This is an optimization exercise on Yosys and OpenROAD, whose aim is small area, not a production implementation.
In this exercise RTL edits were held to simulation tests only and were not proved equivalent to the original.
The clock port is modelled as an ideal driver; clocking choices that lean on that would not hold on a real chip.
Power figures rest on the tool's default switching activity, not on a simulated workload.

== run a ==
==> flow/design.v (excerpt) <==
module main #(
    parameter MAIN_DIV = 8,      
    parameter SCAN_DIV = 4       
)(
    input wire clk,
    input wire rst,    
    input wire btnC,   
    input wire btnL,   
    input wire btnR,   
    input wire [7:0] num1,   
    input wire [7:0] num2,   
    output wire [6:0] seg,            
    output wire [3:0] an,              
    output wire multiplicationFinished    
);
    wire mtick, stick, load, mdiv3, mdiv8;
    step_ctrl ctrl(.clk(clk), .rst(rst), .btnC(btnC), .mtick(mtick), .stick(stick), .load(load), .mdiv3(mdiv3), .mdiv8(mdiv8));
    reg [7:0] mcand;         
    reg mcand_seen;
    wire mcand_b0 = mcand[0] ^ (mcand[7] & mcand_seen);
    reg [16:0] mplier;       
    reg [16:0] prod;         
    reg sign;
    assign multiplicationFinished = mcand[7] ? ((&mcand) & mcand_seen) : (mcand == 8'd0);
    reg cvt;                 
    wire neg1 = sign ^ mcand[7];
    wire cvt_step = cvt & ~mdiv3;
  ...
==> module abs8, before the edit <==
module abs8(input wire [7:0] x, output reg [7:0] y);
    integer k;
    reg seen;
    always @(*) begin
        seen = 1'b0;
        for (k = 0; k < 8; k = k + 1) begin
            y[k] = x[k] ^ (x[7] & seen);
            seen = seen | x[k];
        end
    end
endmodule
==> module step_ctrl, before the edit <==
module step_ctrl(
    input wire clk, input wire rst, input wire btnC,
    output wire mtick, output wire stick, output wire load, output wire mdiv3,
    output wire mdiv8
);
    reg [3:0] mdiv;
    assign mtick = &mdiv;
    assign mdiv3 = mdiv[3];
    assign mdiv8 = (mdiv == 4'd8);
    assign stick = (mdiv[2:0] == 3'd3);
    always @(posedge clk) begin
        if (rst) mdiv <= 4'd8;
        else     mdiv <= {mdiv[3] ^ (&mdiv[2:0]), mdiv[2] ^ (&mdiv[1:0]), mdiv[1] ^ mdiv[0], ~mdiv[0]};
    end
    reg [1:0] crun;
    reg cs1, cs2;
    assign load = cs2;
    always @(posedge clk) begin
        if (rst) begin
            crun <= 2'd0;
            cs1 <= 1'b0;
            cs2 <= 1'b0;
        end else if (mtick) begin
            crun <= btnC ? {crun[1] | crun[0], crun[1] | ~crun[0]} : 2'd0;
            cs1 <= &crun;
            cs2 <= cs1;
        end
    end
endmodule
==> module main, before the edit <==
module main #(
    parameter MAIN_DIV = 8,      
    parameter SCAN_DIV = 4       
)(
    input wire clk,
    input wire rst,    
    input wire btnC,   
    input wire btnL,   
    input wire btnR,   
    input wire [7:0] num1,   
    input wire [7:0] num2,   
    output wire [6:0] seg,            
    output wire [3:0] an,              
    output wire multiplicationFinished    
);
    wire mtick, stick, load, mdiv3, mdiv8;
    step_ctrl ctrl(.clk(clk), .rst(rst), .btnC(btnC), .mtick(mtick), .stick(stick), .load(load), .mdiv3(mdiv3), .mdiv8(mdiv8));
    reg [7:0] mcand;         
    reg mcand_seen;
    wire mcand_b0 = mcand[0] ^ (mcand[7] & mcand_seen);
    reg [16:0] mplier;       
    reg [16:0] prod;         
    reg sign;
    assign multiplicationFinished = mcand[7] ? ((&mcand) & mcand_seen) : (mcand == 8'd0);
    reg cvt;                 
    wire neg1 = sign ^ mcand[7];
    wire cvt_step = cvt & ~mdiv3;
    wire cvt_done = cvt & mdiv8;         
    wire mag1_bit = mplier[16] ^ (neg1 & (|mplier[15:9]));
    wire [16:0] mplier_dbl;
    bcd_dbl dbl(.x(mplier), .cin(cvt_step & mag1_bit), .y(mplier_dbl));
    wire add_en = mtick & ~load & mcand_b0;
    wire [16:0] sum;
    bcd_add adder(.a(prod), .b(mplier & {17{add_en}}), .y(sum));
    always @(posedge clk) begin
        if (rst) begin
            mcand <= 8'd0;
            mcand_seen <= 1'b0;
            sign <= 1'b0;
        end else if (mtick) begin
            if (load) begin
                mcand <= num2;
                mcand_seen <= 1'b0;
                sign <= num1[7] ^ num2[7];
            end else begin
                mcand <= {mcand[7], mcand[7:1]};
                mcand_seen <= mcand_seen | mcand[0];
            end
        end else if (cvt_done) begin
            sign <= sign & ~multiplicationFinished & (|mplier[8:0]);
        end
    end
    always @(posedge clk) begin
        if (rst || (mtick && load)) prod <= 17'h06666;
        else                        prod <= sum;
    end
    always @(posedge clk) begin
        if (mtick) cvt <= load;
    end
    always @(posedge clk) begin
        if (mtick) begin
            if (load) mplier <= {num1, 9'd0};
            else      mplier <= mplier_dbl;
        end else if (cvt_step) begin
            mplier <= {mplier[15:9], 1'b0, mplier_dbl[8:0]};
        end
    end
    wire [1:0] pos, wsel;
    scroller scr(.clk(clk), .rst(rst | load), .stick(stick), .btnL(btnL), .btnR(btnR),
                 .pos(pos), .wsel(wsel));
    display disp(.pos(pos), .wsel(wsel), .prod(prod), .sign(sign), .seg(seg), .an(an));
endmodule
Settings: LEC_CHECK=0, ABC_AREA=1, CAP_MARGIN=20, CORE_MARGIN=2, CORE_UTILIZATION=65, PLACE_DENSITY=0.8, SLEW_MARGIN=20; clock period 20.0 ns.
standard.sh (not shown) runs the stock make flow with config.mk's settings and CLKGATE_MAP_FILE= SYNTH_SCRIPT=/design/flow/synth_recipe.tcl, a recipe that flattens the netlist after the stock synthesis.
==> flow/flow/run.sh <==
#!/bin/bash
# Own layout flow: the standard synthesis; then the combinational logic
# between the registers re-mapped by ABC for area with a few scripts, keeping
# the smallest netlist (registers, their names and cell types untouched);
# then the standard layout with small port buffers and no CTS dummy loads.
set -euo pipefail
WORK=$(pwd)
FLOW=$WORK/flow
R=$WORK/orfs/results/${FLOW_PLATFORM}/main/base
LIB=$FLOW_HOME/platforms/${FLOW_PLATFORM}/lib/sky130_fd_sc_hd__tt_025C_1v80.lib
# keep temporary files inside the work folder
export TMPDIR=$WORK/tmp
mkdir -p $TMPDIR

# 1. standard synthesis
bash standard.sh synth > $WORK/flow_synth.log 2>&1

# 2. re-map the logic
cp $R/1_2_yosys.v $WORK/std_netlist.v
python3 $FLOW/genmodels.py $LIB > $WORK/cell_models.v 2> $WORK/flow_genmodels.log
DU=$(sed -n '/DONT_USE_CELLS +=/,/^#/p' $FLOW_HOME/platforms/${FLOW_PLATFORM}/config.mk \
     | grep -o "sky130_fd_sc_hd__[a-z0-9_]*" | sed 's/^/-dont_use /' | tr '\n' ' ')
regs() { grep -oE "sky130_fd_sc_hd__[a-z0-9]*df[a-z0-9_]* +[^ (]+" "$1" | sort; }
resynth() {
  local S=$1 n=$(basename $1 .abc)
  timeout 900 yosys -l $WORK/flow_$n.log -p "
read_verilog $WORK/cell_models.v
read_verilog $WORK/std_netlist.v
hierarchy -top $FLOW_TOP
flatten
opt -purge
techmap
opt -fast -purge
abc -liberty $LIB $DU -script $S
opt_clean -purge
hilomap -singleton -hicell sky130_fd_sc_hd__conb_1 HI -locell sky130_fd_sc_hd__conb_1 LO
insbuf -buf sky130_fd_sc_hd__buf_1 A X
splitnets
opt_clean -purge
tee -o $WORK/$n.stat stat -liberty $LIB
write_verilog -noattr -nohex -nodec $WORK/$n.v
" > /dev/null 2>&1 || true
}
# run the scripts, a few at a time
i=0
for S in $FLOW/resynth_*.abc; do
  resynth $S &
  i=$((i + 1))
  if (( i % ${NUM_CORES:-4} == 0 )); then wait; fi
done
wait
best=""; best_area=""
for S in $FLOW/resynth_*.abc; do
  n=$(basename $S .abc)
  [[ -f $WORK/$n.stat && -f $WORK/$n.v ]] || { echo "$n: failed" >> $WORK/flow_pick.log; continue; }
  area=$(grep "Chip area" $WORK/$n.stat | grep -oE "[0-9.]+$" || true)
  [[ -n "$area" ]] || continue
  # keep the registers: same instance names and cell types as the standard synthesis
  [[ "$(regs $WORK/std_netlist.v)" == "$(regs $WORK/$n.v)" ]] || { echo "$n: register mismatch" >> $WORK/flow_pick.log; continue; }
  echo "$n: $area" >> $WORK/flow_pick.log
  if [[ -z "$best" ]] || awk "BEGIN{exit !($area < $best_area)}"; then best=$n; best_area=$area; fi
done
echo "picked: ${best:-standard}" >> $WORK/flow_pick.log
if [[ -n "$best" ]]; then
  cp $WORK/$best.v $R/1_2_yosys.v
  touch $R/1_2_yosys.v
fi

# 3. layout up to clock tree synthesis
CTS_ARGS="-sink_clustering_enable -repair_clock_nets -dont_use_dummy_load -buf_list {sky130_fd_sc_hd__clkbuf_4}"
bash standard.sh "BUFFER_PORTS_ARGS=-buffer_cell sky130_fd_sc_hd__buf_1" "CTS_ARGS=$CTS_ARGS" cts > $WORK/flow_layout_cts.log 2>&1

# 4. upsize the clock buffers with the largest fanout
CTS_ODB=$R/4_cts.odb CTS_SMALL_BUF=sky130_fd_sc_hd__clkbuf_4 CTS_BIG_BUF=sky130_fd_sc_hd__clkbuf_8 CTS_MAX_FANOUT=10 \
  openroad -no_init -exit $FLOW/cts_fix.tcl > $WORK/flow_cts_fix.log 2>&1
touch $R/4_cts.odb

# 5. rest of the layout
bash standard.sh "BUFFER_PORTS_ARGS=-buffer_cell sky130_fd_sc_hd__buf_1" "CTS_ARGS=$CTS_ARGS" finish > $WORK/flow_layout.log 2>&1
Other scripts of this flow, unchanged in this note and not shown: flow/flow/cts_fix.tcl, flow/flow/genmodels.py, flow/flow/resynth_a1.abc, flow/flow/resynth_a4.abc, flow/flow/resynth_a5.abc, flow/flow/resynth_a7.abc, flow/flow/resynth_b1.abc, flow/flow/resynth_b1s1.abc, flow/flow/resynth_b1s3.abc, flow/flow/resynth_b8.abc
Looking at the reports, run a completed the entire flow and the layout it produced met the timing, design-rule and antenna checks.
Input changes introduced in run b (baseline for comparison: run a):
--- a/flow/design.v
+++ b/flow/design.v
@@ -346,17 +346,6 @@
 endmodule
 `timescale 1ns / 1ps
 `default_nettype none
-module abs8(input wire [7:0] x, output reg [7:0] y);
-    integer k;
-    reg seen;
-    always @(*) begin
-        seen = 1'b0;
-        for (k = 0; k < 8; k = k + 1) begin
-            y[k] = x[k] ^ (x[7] & seen);
-            seen = seen | x[k];
-        end
-    end
-endmodule
 module bcd_dbl(input wire [16:0] x, input wire cin, output wire [16:0] y);
     function ge5(input [3:0] d);
         ge5 = d[3] | (d[2] & (d[1] | d[0]));
@@ -397,13 +386,11 @@
 endmodule
 module step_ctrl(
     input wire clk, input wire rst, input wire btnC,
-    output wire mtick, output wire stick, output wire load, output wire mdiv3,
-    output wire mdiv8
+    output wire mtick, output wire stick, output wire load, output wire mdiv3
 );
     reg [3:0] mdiv;
     assign mtick = &mdiv;
     assign mdiv3 = mdiv[3];
-    assign mdiv8 = (mdiv == 4'd8);
     assign stick = (mdiv[2:0] == 3'd3);
     always @(posedge clk) begin
         if (rst) mdiv <= 4'd8;
@@ -515,8 +502,8 @@
     output wire [3:0] an,              
     output wire multiplicationFinished    
 );
-    wire mtick, stick, load, mdiv3, mdiv8;
-    step_ctrl ctrl(.clk(clk), .rst(rst), .btnC(btnC), .mtick(mtick), .stick(stick), .load(load), .mdiv3(mdiv3), .mdiv8(mdiv8));
+    wire mtick, stick, load, mdiv3;
+    step_ctrl ctrl(.clk(clk), .rst(rst), .btnC(btnC), .mtick(mtick), .stick(stick), .load(load), .mdiv3(mdiv3));
     reg [7:0] mcand;         
     reg mcand_seen;
     wire mcand_b0 = mcand[0] ^ (mcand[7] & mcand_seen);
@@ -527,7 +514,7 @@
     reg cvt;                 
     wire neg1 = sign ^ mcand[7];
     wire cvt_step = cvt & ~mdiv3;
-    wire cvt_done = cvt & mdiv8;         
+    wire cvt_done = cvt & mdiv3 & stick;     
     wire mag1_bit = mplier[16] ^ (neg1 & (|mplier[15:9]));
     wire [16:0] mplier_dbl;
     bcd_dbl dbl(.x(mplier), .cin(cvt_step & mag1_bit), .y(mplier_dbl));
[summary]
- Instance count of the mapped netlist: run b vs run a, no meaningful difference
- Run a has higher non-clock buffer count than run b.
- Core utilization of the finished layout: run b vs run a down 0.17 points
- Minimum clock period after layout: run b vs run a up 0.32 ns
- Sort run a and run b by power share of the combinational group desc -> top: run b
- Synthesis-to-finish area growth (higher): run a
- Taking run a as 1.0, run b lands at 1.10 on power attributed to sequential cells.
- Compared run b against run a; cell count within noise.
- On power: between run a and run b, it ends up higher for run b.
- Looking only at least setup slack across all paths after layout, and setting everything else aside, the lower value of run a and run b goes to run b.
- Run b vs. run a: fmax went down by 0.0048 GHz, area used by multi-input combinational logic now sits higher, post-place instance area ~0 delta, met3 demand-to-capacity share in global routing shows an increase of 1.6 points.

## what the ideal ports hide
The flow's constraints put no driver on any port. The routed layouts listed below were extracted and timed again, unchanged, in two steps. Step 1 assumes that a clkbuf_16 drives the clock port and a buf_2 every other input. Step 2 times the ports against the registers' clock, not the clock port: input delays grow and output delays shrink by t, the midpoint of the rising clock arrivals with the driver on. a / b / c = no drivers / after step 1 / after step 2; a / b = the first two.
| run | t, ns | setup WS [ns] | slew at the worst register clock pin (ns) |
|---|---|---|---|
| run a | 0.433 | 12.034 / 12.034 / 12.034 | 0.11 / 0.11 |
| run b | 0.427 | 11.717 / 11.717 / 11.717 | 0.10 / 0.10 |
After both steps setup and hold are still met in every run listed.
